Context: an optimization exercise on an open-source flow, tuned for small area and a short achievable clock period. The choices shown serve that exercise and are no tape-out recipe. Power is estimated from default activity; no workload was simulated.

Setup of the reference run:
==> module alu8, before the edit <==
module alu8(
    input [7:0] regA, regB,
    input [4:0] opcode,
    input [7:0] flagsIn,
    output [7:0] res,
    output [7:0] flagsOut
);
    wire [7:0] A = regA;
    wire [7:0] B = regB;
    wire [4:0] op = opcode;
    wire cin = flagsIn[4];
    wire hin = flagsIn[5];
    wire nin = flagsIn[6];
    wire hi0 = ~op[4] & ~op[3];                         
    wire opAdd   = hi0 & ~op[2] & ~op[1];               
    wire opSub   = hi0 & ~op[2] & op[1];                
    wire opCP    = hi0 & op[2] & ~op[1] & ~op[0];       
    wire opAND   = hi0 & op[2] & ~op[1] & op[0];        
    wire opOR    = hi0 & op[2] & op[1] & ~op[0];        
    wire opXOR   = hi0 & op[2] & op[1] & op[0];         
    wire opRot   = ~op[4] & op[3];                      
    wire hi2 = op[4] & ~op[3];                          
    wire opSLA  = hi2 & (op[2:0] == 3'd0);
    wire opSRx  = hi2 & ~op[2] & (op[1] ^ op[0]);       
    wire opSWAP = hi2 & (op[2:0] == 3'd3);
    wire opBIT  = hi2 & (op[2:0] == 3'd4);
    wire opRES  = hi2 & (op[2:0] == 3'd5);
    wire opSET  = hi2 & (op[2:0] == 3'd6);
    wire opCCF  = hi2 & (op[2:0] == 3'd7);
    wire hi3 = op[4] & op[3];                           
    wire opSCF = hi3 & (op[2:0] == 3'd0);
    wire opDAA = hi3 & (op[2:0] == 3'd1);
    wire opCPL = hi3 & (op[2:0] == 3'd2);
    wire opArith = opAdd | opSub | opCP;
    wire sub     = opSub | opCP;
    wire opLeft  = (opRot & ~op[0]) | opSLA;
    wire opRight = (opRot & op[0]) | opSRx;
    wire daaLo = (~nin & A[3] & (A[2] | A[1])) | hin;
    wire [7:0] dOff = {1'b0, cin, cin, 1'b0, 1'b0, daaLo, daaLo, 1'b0} ^ {8{nin}};
    wire [7:0] bsel = 8'b1 << B[2:0];
    wire yB  = opAdd | opAND | opOR | opXOR;            
    wire yNB = sub;                                     
    wire [7:0] Y = ({8{yB}} & B) | ({8{yNB}} & ~B) | {8{opCPL}}
                 | ({8{opDAA}} & dOff) | ({8{opSET}} & bsel) | ({8{opRES}} & ~bsel);
    wire c0 = (opAdd & op[0] & cin) | (opSub & ~(op[0] & cin)) | opCP | (opDAA & nin);
    wire [7:0] g = A & Y;
    wire [7:0] t = A | Y;
    wire [7:0] p = A ^ Y;
    wire [8:0] c;
    assign c[0] = c0;
    genvar i;
    generate
        for (i = 0; i < 8; i = i + 1) begin : carry
            assign c[i+1] = g[i] | (t[i] & c[i]);
        end
    endgenerate
    wire [7:0] sum = p ^ c[7:0];
    wire sumZ = &(~(p ^ {t[6:0], c0}));
    wire lbit = ~op[4] & (op[2] ? A[7] : cin);
    wire rbit = op[4] ? (~op[1] & A[7]) : (op[2] ? A[0] : cin);
    wire sumEn = opAdd | opSub | opDAA;
    wire [7:0] other =
          ({8{opAND | opRES}} & g)
        | ({8{opOR | opSET}} & t)
        | ({8{opXOR | opCPL}} & p)
        | ({8{opLeft}} & {A[6:0], lbit})
        | ({8{opRight}} & {rbit, A[7:1]})
        | ({8{opSWAP}} & {A[3:0], A[7:4]});
    assign res = ({8{sumEn}} & sum) | other;
    wire bitZ = ~A[B[2:0]];
    wire otherZEn = opAND | opOR | opXOR | (opRot & ~op[1]) | opSLA | opSRx | opSWAP;
    wire fZ = (opArith & sumZ) | (otherZEn & ~|other) | ((opBIT | opDAA) & bitZ);
    wire fN = sub | opCPL | (opDAA & nin);
    wire fH = (opArith & (c[4] ^ sub)) | opAND | opCPL;
    wire fC = (opArith & (c[8] ^ sub)) | (opLeft & A[7]) | (opRight & A[0]) | (opCCF & ~cin) | opSCF | (opDAA & nin);
    assign flagsOut = {fZ, fN, fH, fC, 4'b0};
endmodule
clock: 6.0 ns
lec_check: 0
cap_margin: 20
core_margin: 2
core_utilization: 40
setup_slack_margin: 3.6
slew_margin: 20
standard.sh (not shown) runs the stock make flow with config.mk's settings and CLKGATE_MAP_FILE= SYNTH_SCRIPT=/design/flow/synth_recipe.tcl, a recipe that flattens the netlist after the stock synthesis.
==> flow/flow/run.sh <==
#!/bin/bash
# Own layout flow: the standard ORFS flow (standard.sh), with
#  - adder-cell extraction (ADDER_MAP_FILE) off, so ABC maps all logic,
#  - ABC run with flow/abc.script instead of ORFS's abc_speed/abc_area,
#  - port buffers of a chosen cell, and CTS without dummy loads.
# Each tool's output goes to its own log under orfs/logs; make's output
# goes to flow_make.log.
set -o pipefail
HERE=$(pwd)
source "$HERE/flow/settings.sh"
# ORFS synth.tcl with only the ABC script changed
sed "s#log_cmd abc {\*}\$abc_args#log_cmd abc -script $HERE/flow/abc.script {*}[lrange \$abc_args 2 end]#" \
    "$FLOW_HOME/scripts/synth.tcl" > "$HERE/synth_mod.tcl"
grep -q "flow/abc.script" "$HERE/synth_mod.tcl" || { echo "synth.tcl patch failed"; exit 1; }
# The standard flow's synthesis script, sourcing the patched synth.tcl
sed "s#\$::env(SCRIPTS_DIR)/synth.tcl#$HERE/synth_mod.tcl#" synth_recipe.tcl > "$HERE/my_synth.tcl"
grep -q "synth_mod.tcl" "$HERE/my_synth.tcl" || { echo "synth_recipe.tcl patch failed"; exit 1; }
bash standard.sh SYNTH_SCRIPT="$HERE/my_synth.tcl" ADDER_MAP_FILE= \
    "BUFFER_PORTS_ARGS=$BUFFER_PORTS_ARGS" "CTS_ARGS=$CTS_ARGS" $EXTRA finish > flow_make.log 2>&1
==> flow/flow/abc.script <==
strash
dch
map -B 0.9
topo
stime -c
buffer -c
upsize -c
dnsize -c
==> flow/flow/settings.sh <==
BUFFER_PORTS_ARGS="-buffer_cell sky130_fd_sc_hd__buf_1"
CTS_ARGS="-sink_clustering_enable -repair_clock_nets -dont_use_dummy_load"
EXTRA=""
> inputs changed (the reference run -> the trial run)
--- a/flow/design.v
+++ b/flow/design.v
@@ -77,16 +77,22 @@
     wire c0 = (opAdd & op[0] & cin) | (opSub & ~(op[0] & cin)) | opCP | (opDAA & nin);
     wire [7:0] g = A & Y;
     wire [7:0] t = A | Y;
     wire [7:0] p = A ^ Y;
-    wire [8:0] c;
-    assign c[0] = c0;
-    genvar i;
-    generate
-        for (i = 0; i < 8; i = i + 1) begin : carry
-            assign c[i+1] = g[i] | (t[i] & c[i]);
-        end
-    endgenerate
+    wire g0 = g[0] | (t[0] & c0);
+    wire G10 = g[1] | (t[1] & g0);
+    wire G32 = g[3] | (t[3] & g[2]), P32 = t[3] & t[2];
+    wire G54 = g[5] | (t[5] & g[4]), P54 = t[5] & t[4];
+    wire G76 = g[7] | (t[7] & g[6]), P76 = t[7] & t[6];
+    wire G20 = g[2] | (t[2] & G10);
+    wire G30 = G32 | (P32 & G10);
+    wire G64 = g[6] | (t[6] & G54), P64 = t[6] & P54;
+    wire G74 = G76 | (P76 & G54), P74 = P76 & P54;
+    wire G40 = g[4] | (t[4] & G30);
+    wire G50 = G54 | (P54 & G30);
+    wire G60 = G64 | (P64 & G30);
+    wire G70 = G74 | (P74 & G30);
+    wire [8:0] c = {G70, G60, G50, G40, G30, G20, G10, g0, c0};
     wire [7:0] sum = p ^ c[7:0];
     wire sumZ = &(~(p ^ {t[6:0], c0}));
     wire lbit = ~op[4] & (op[2] ? A[7] : cin);
     wire rbit = op[4] ? (~op[1] & A[7]) : (op[2] ? A[0] : cin);
@@ -97,9 +103,11 @@
         | ({8{opXOR | opCPL}} & p)
         | ({8{opLeft}} & {A[6:0], lbit})
         | ({8{opRight}} & {rbit, A[7:1]})
         | ({8{opSWAP}} & {A[3:0], A[7:4]});
-    assign res = ({8{sumEn}} & sum) | other;
+    wire [7:0] r1 = ({8{sumEn}} & ~p) | other;
+    wire [7:0] r0 = ({8{sumEn}} & p) | other;
+    assign res = (c[7:0] & r1) | (~c[7:0] & r0);
     wire bitZ = ~A[B[2:0]];
     wire otherZEn = opAND | opOR | opXOR | (opRot & ~op[1]) | opSLA | opSRx | opSWAP;
     wire fZ = (opArith & sumZ) | (otherZEn & ~|other) | ((opBIT | opDAA) & bitZ);
     wire fN = sub | opCPL | (opDAA & nin);
The trial run ends up with lower routed wire length than the reference run does.
[compare] base=the reference run new=the trial run: initial cell density of the core shrank by 0.44 points; final worst setup slack grew by 0.14 ns; share of final layout cell area taken by non-clock buffers shrank by 5.2 points; y dimension of the die grew by about 2.3%.
No functional check of the RTL was part of any run of this note.

---

lane 1:
The RTL this note starts from:
==> flow/design.v <==
`timescale 1ns / 1ns
module alu8_top(
    input            clk,
    input      [7:0] regA,
    input      [7:0] regB,
    input      [4:0] opcode,
    input      [7:0] flagsIn,
    output reg [7:0] res,
    output reg [7:0] flagsOut
);
    reg [7:0] regA_q, regB_q, flagsIn_q;
    reg [4:0] opcode_q;
    wire [7:0] res_d, flagsOut_d;
    alu8 u_alu(
        .regA(regA_q),
        .regB(regB_q),
        .opcode(opcode_q),
        .flagsIn(flagsIn_q),
        .res(res_d),
        .flagsOut(flagsOut_d)
    );
    always @(posedge clk) begin
        regA_q    <= regA;
        regB_q    <= regB;
        opcode_q  <= opcode;
        flagsIn_q <= flagsIn;
        res       <= res_d;
        flagsOut  <= flagsOut_d;
    end
endmodule

`timescale 1ns / 1ns
module alu8(
    input [7:0] regA, regB,
    input [4:0] opcode,
    input [7:0] flagsIn,
    output [7:0] res,
    output [7:0] flagsOut
);
    wire [7:0] A = regA;
    wire [7:0] B = regB;
    wire [4:0] op = opcode;
    wire cin = flagsIn[4];
    wire hin = flagsIn[5];
    wire nin = flagsIn[6];
    wire hi0 = ~op[4] & ~op[3];                         
    wire opAdd   = hi0 & ~op[2] & ~op[1];               
    wire opSub   = hi0 & ~op[2] & op[1];                
    wire opCP    = hi0 & op[2] & ~op[1] & ~op[0];       
    wire opAND   = hi0 & op[2] & ~op[1] & op[0];        
    wire opOR    = hi0 & op[2] & op[1] & ~op[0];        
    wire opXOR   = hi0 & op[2] & op[1] & op[0];         
    wire opRot   = ~op[4] & op[3];                      
    wire hi2 = op[4] & ~op[3];                          
    wire opSLA  = hi2 & (op[2:0] == 3'd0);
    wire opSRx  = hi2 & ~op[2] & (op[1] ^ op[0]);       
    wire opSWAP = hi2 & (op[2:0] == 3'd3);
    wire opBIT  = hi2 & (op[2:0] == 3'd4);
    wire opRES  = hi2 & (op[2:0] == 3'd5);
    wire opSET  = hi2 & (op[2:0] == 3'd6);
    wire opCCF  = hi2 & (op[2:0] == 3'd7);
    wire hi3 = op[4] & op[3];                           
    wire opSCF = hi3 & (op[2:0] == 3'd0);
    wire opDAA = hi3 & (op[2:0] == 3'd1);
    wire opCPL = hi3 & (op[2:0] == 3'd2);
    wire opArith = opAdd | opSub | opCP;
    wire sub     = opSub | opCP;
    wire opLeft  = (opRot & ~op[0]) | opSLA;
    wire opRight = (opRot & op[0]) | opSRx;
    wire daaLo = (~nin & A[3] & (A[2] | A[1])) | hin;
    wire [7:0] dOff = {1'b0, cin, cin, 1'b0, 1'b0, daaLo, daaLo, 1'b0} ^ {8{nin}};
    wire [7:0] bsel = 8'b1 << B[2:0];
    wire yB  = opAdd | opAND | opOR | opXOR;            
    wire yNB = sub;                                     
    wire [7:0] Y = ({8{yB}} & B) | ({8{yNB}} & ~B) | {8{opCPL}}
                 | ({8{opDAA}} & dOff);
    wire c0 = (opAdd & op[0] & cin) | (opSub & ~(op[0] & cin)) | opCP | (opDAA & nin);
    wire [7:0] g = A & Y;
    wire [7:0] t = A | Y;
    wire [7:0] p = A ^ Y;
    wire g0 = g[0] | (t[0] & c0);
    wire G10 = g[1] | (t[1] & g0);
    wire G32 = g[3] | (t[3] & g[2]), P32 = t[3] & t[2];
    wire G54 = g[5] | (t[5] & g[4]), P54 = t[5] & t[4];
    wire G76 = g[7] | (t[7] & g[6]), P76 = t[7] & t[6];
    wire G20 = g[2] | (t[2] & G10);
    wire G30 = G32 | (P32 & G10);
    wire G64 = g[6] | (t[6] & G54), P64 = t[6] & P54;
    wire G74 = G76 | (P76 & G54), P74 = P76 & P54;
    wire G40 = g[4] | (t[4] & G30);
    wire G50 = G54 | (P54 & G30);
    wire G60 = G64 | (P64 & G30);
    wire G70 = G74 | (P74 & G30);
    wire [8:0] c = {G70, G60, G50, G40, G30, G20, G10, g0, c0};
    wire [7:0] sum = p ^ c[7:0];
    wire sumZ = &(~(p ^ {t[6:0], c0}));
    wire lbit = ~op[4] & (op[2] ? A[7] : cin);
    wire rbit = op[4] ? (~op[1] & A[7]) : (op[2] ? A[0] : cin);
    wire sumEn = opAdd | opSub | opDAA;
    wire [7:0] other =
          ({8{opAND}} & g)
        | ({8{opOR}} & t)
        | ({8{opRES}} & (A & ~bsel)) | ({8{opSET}} & (A | bsel))
        | ({8{opXOR | opCPL}} & p)
        | ({8{opLeft}} & {A[6:0], lbit})
        | ({8{opRight}} & {rbit, A[7:1]})
        | ({8{opSWAP}} & {A[3:0], A[7:4]});
    assign res = ({8{sumEn}} & sum) | other;
    wire bitZ = ~A[B[2:0]];
    wire otherZEn = opAND | opOR | opXOR | (opRot & ~op[1]) | opSLA | opSRx | opSWAP;
    wire fZ = (opArith & sumZ) | (otherZEn & ~|other) | ((opBIT | opDAA) & bitZ);
    wire fN = sub | opCPL | (opDAA & nin);
    wire fH = (opArith & (c[4] ^ sub)) | opAND | opCPL;
    wire fC = (opArith & (c[8] ^ sub)) | (opLeft & A[7]) | (opRight & A[0]) | (opCCF & ~cin) | opSCF | (opDAA & nin);
    assign flagsOut = {fZ, fN, fH, fC, 4'b0};
endmodule
Settings: LEC_CHECK=0, CAP_MARGIN=20, CORE_MARGIN=2, CORE_UTILIZATION=40, SETUP_SLACK_MARGIN=3.6, SLEW_MARGIN=20; clock period 6.0 ns.
Scripts as last shown in full above: flow/flow/run.sh, flow/flow/abc.script, flow/flow/settings.sh
In summary, lane 1 completed successfully, with a layout that passed the timing, DRC and antenna checks.
Edits applied to the flow inputs when going from lane 1 to lane 2:
-- flow/design.v --
<<< lane 1, line 71
    wire [7:0] dOff = {1'b0, cin, cin, 1'b0, 1'b0, daaLo, daaLo, 1'b0} ^ {8{nin}};
    wire [7:0] bsel = 8'b1 << B[2:0];
    wire yB  = opAdd | opAND | opOR | opXOR;            
    wire yNB = sub;                                     
    wire [7:0] Y = ({8{yB}} & B) | ({8{yNB}} & ~B) | {8{opCPL}}
                 | ({8{opDAA}} & dOff);
    wire c0 = (opAdd & op[0] & cin) | (opSub & ~(op[0] & cin)) | opCP | (opDAA & nin);
    wire [7:0] g = A & Y;
    wire [7:0] t = A | Y;
>>> lane 2, line 71
    wire [7:0] dOff = {1'b0, cin, cin, 1'b0, 1'b0, daaLo, daaLo, 1'b0} ^ {8{nin}};
    wire [7:0] bsel = 8'b1 << B[2:0];
    wire mB  = op[2] ? (op[1] ^ op[0]) : ~op[1];
    wire yB  = hi0 & mB;                                
    wire yNB = hi0 & ~mB;                               
    wire [7:0] Y = ({8{yB}} & B) | ({8{yNB}} & ~B) | {8{opCPL}}
                 | ({8{opDAA}} & dOff) | ({8{opSET}} & bsel) | ({8{opRES}} & ~bsel);
    wire c0 = (opAdd & op[0] & cin) | (opSub & ~(op[0] & cin)) | opCP | opXOR | (opDAA & nin);
    wire [7:0] g = A & Y;
    wire [7:0] t = A | Y;
<<< lane 1, line 99
    wire sumEn = opAdd | opSub | opDAA;
    wire [7:0] other =
          ({8{opAND}} & g)
        | ({8{opOR}} & t)
        | ({8{opRES}} & (A & ~bsel)) | ({8{opSET}} & (A | bsel))
        | ({8{opXOR | opCPL}} & p)
        | ({8{opLeft}} & {A[6:0], lbit})
        | ({8{opRight}} & {rbit, A[7:1]})
>>> lane 2, line 100
    wire sumEn = opAdd | opSub | opDAA;
    wire [7:0] other =
          ({8{opAND | opRES}} & g)
        | ({8{opOR | opSET}} & t)
        | ({8{opXOR}} & ~p)
        | ({8{opCPL}} & p)
        | ({8{opLeft}} & {A[6:0], lbit})
        | ({8{opRight}} & {rbit, A[7:1]})
<<< lane 1, line 108
    assign res = ({8{sumEn}} & sum) | other;
    wire bitZ = ~A[B[2:0]];
    wire otherZEn = opAND | opOR | opXOR | (opRot & ~op[1]) | opSLA | opSRx | opSWAP;
    wire fZ = (opArith & sumZ) | (otherZEn & ~|other) | ((opBIT | opDAA) & bitZ);
    wire fN = sub | opCPL | (opDAA & nin);
    wire fH = (opArith & (c[4] ^ sub)) | opAND | opCPL;
>>> lane 2, line 109
    assign res = ({8{sumEn}} & sum) | other;
    wire bitZ = ~A[B[2:0]];
    wire [7:0] sh = ({8{opLeft}} & {A[6:0], lbit})
                  | ({8{opRight}} & {rbit, A[7:1]})
                  | ({8{opSWAP}} & {A[3:0], A[7:4]});
    wire zShift = ((opRot & ~op[1]) | opSLA | opSRx | opSWAP) & ~|sh;
    wire zLogic = (opAND & ~|(A & B)) | (opOR & ~|(A | B));
    wire fZ = ((opArith | opXOR) & sumZ) | zShift | zLogic | ((opBIT | opDAA) & bitZ);
    wire fN = sub | opCPL | (opDAA & nin);
    wire fH = (opArith & (c[4] ^ sub)) | opAND | opCPL;
[summary]
When lane 2 is measured against lane 1, its sequential cell area share turns out 0.87 points lower. The destination of the critical timing path comes out flagsOut[4]$_DFF_P_ in one run and flagsOut[7]$_DFF_P_ in the other, namely in lane 2 and lane 1 respectively. On combined global-route utilization of all metal layers, the lower figure sits with lane 1, not lane 2. From lane 1 to lane 2 the numbers moved as follows: setup slack now smaller; combinational power share now larger; die area now larger; gate count of the mapped netlist now larger; total sequential power comparable. Between lane 1 and lane 2, the flow reports wire length reported by the detailed router increasing by a little under 10%. Lane 1 → lane 2: net switching component of the power now sits higher, fraction of layout instances using a drive strength above 1 now sits lower, global-route wire length before repair now sits higher.
Function was not checked in any run of this note: the RTL went through the layout flow alone.

## separate check: timing with driven ports
Ports are ideal in the flow. The routed layouts listed here were re-timed in OpenROAD.
Step 1, drivers: a clkbuf_16 drives clk and a buf_2 each remaining input, both assumed.
Step 2 adds t to the input delays and takes it off the output delays; t is the mean of the earliest and latest rising clock arrival at the registers after step 1. Input paths then give back, and output paths get back, about the clock's delay inside the block.
a / b / c = ideal / step 1 / step 2; a / b = the first two.
| run | shift t [ns] | setup WS [ns] | clock arrival spread, ns |
|---|---|---|---|
| the reference run | 0.316 | 3.691 / 3.691 / 3.691 | 0.013 / 0.013 |
| the trial run | 0.316 | 3.830 / 3.830 / 3.830 | 0.019 / 0.018 |
| lane 1 | 0.317 | 3.827 / 3.827 / 3.827 | 0.003 / 0.003 |
| lane 2 | 0.322 | 3.734 / 3.734 / 3.734 | 0.005 / 0.004 |
After both steps setup and hold are still met in every run listed.
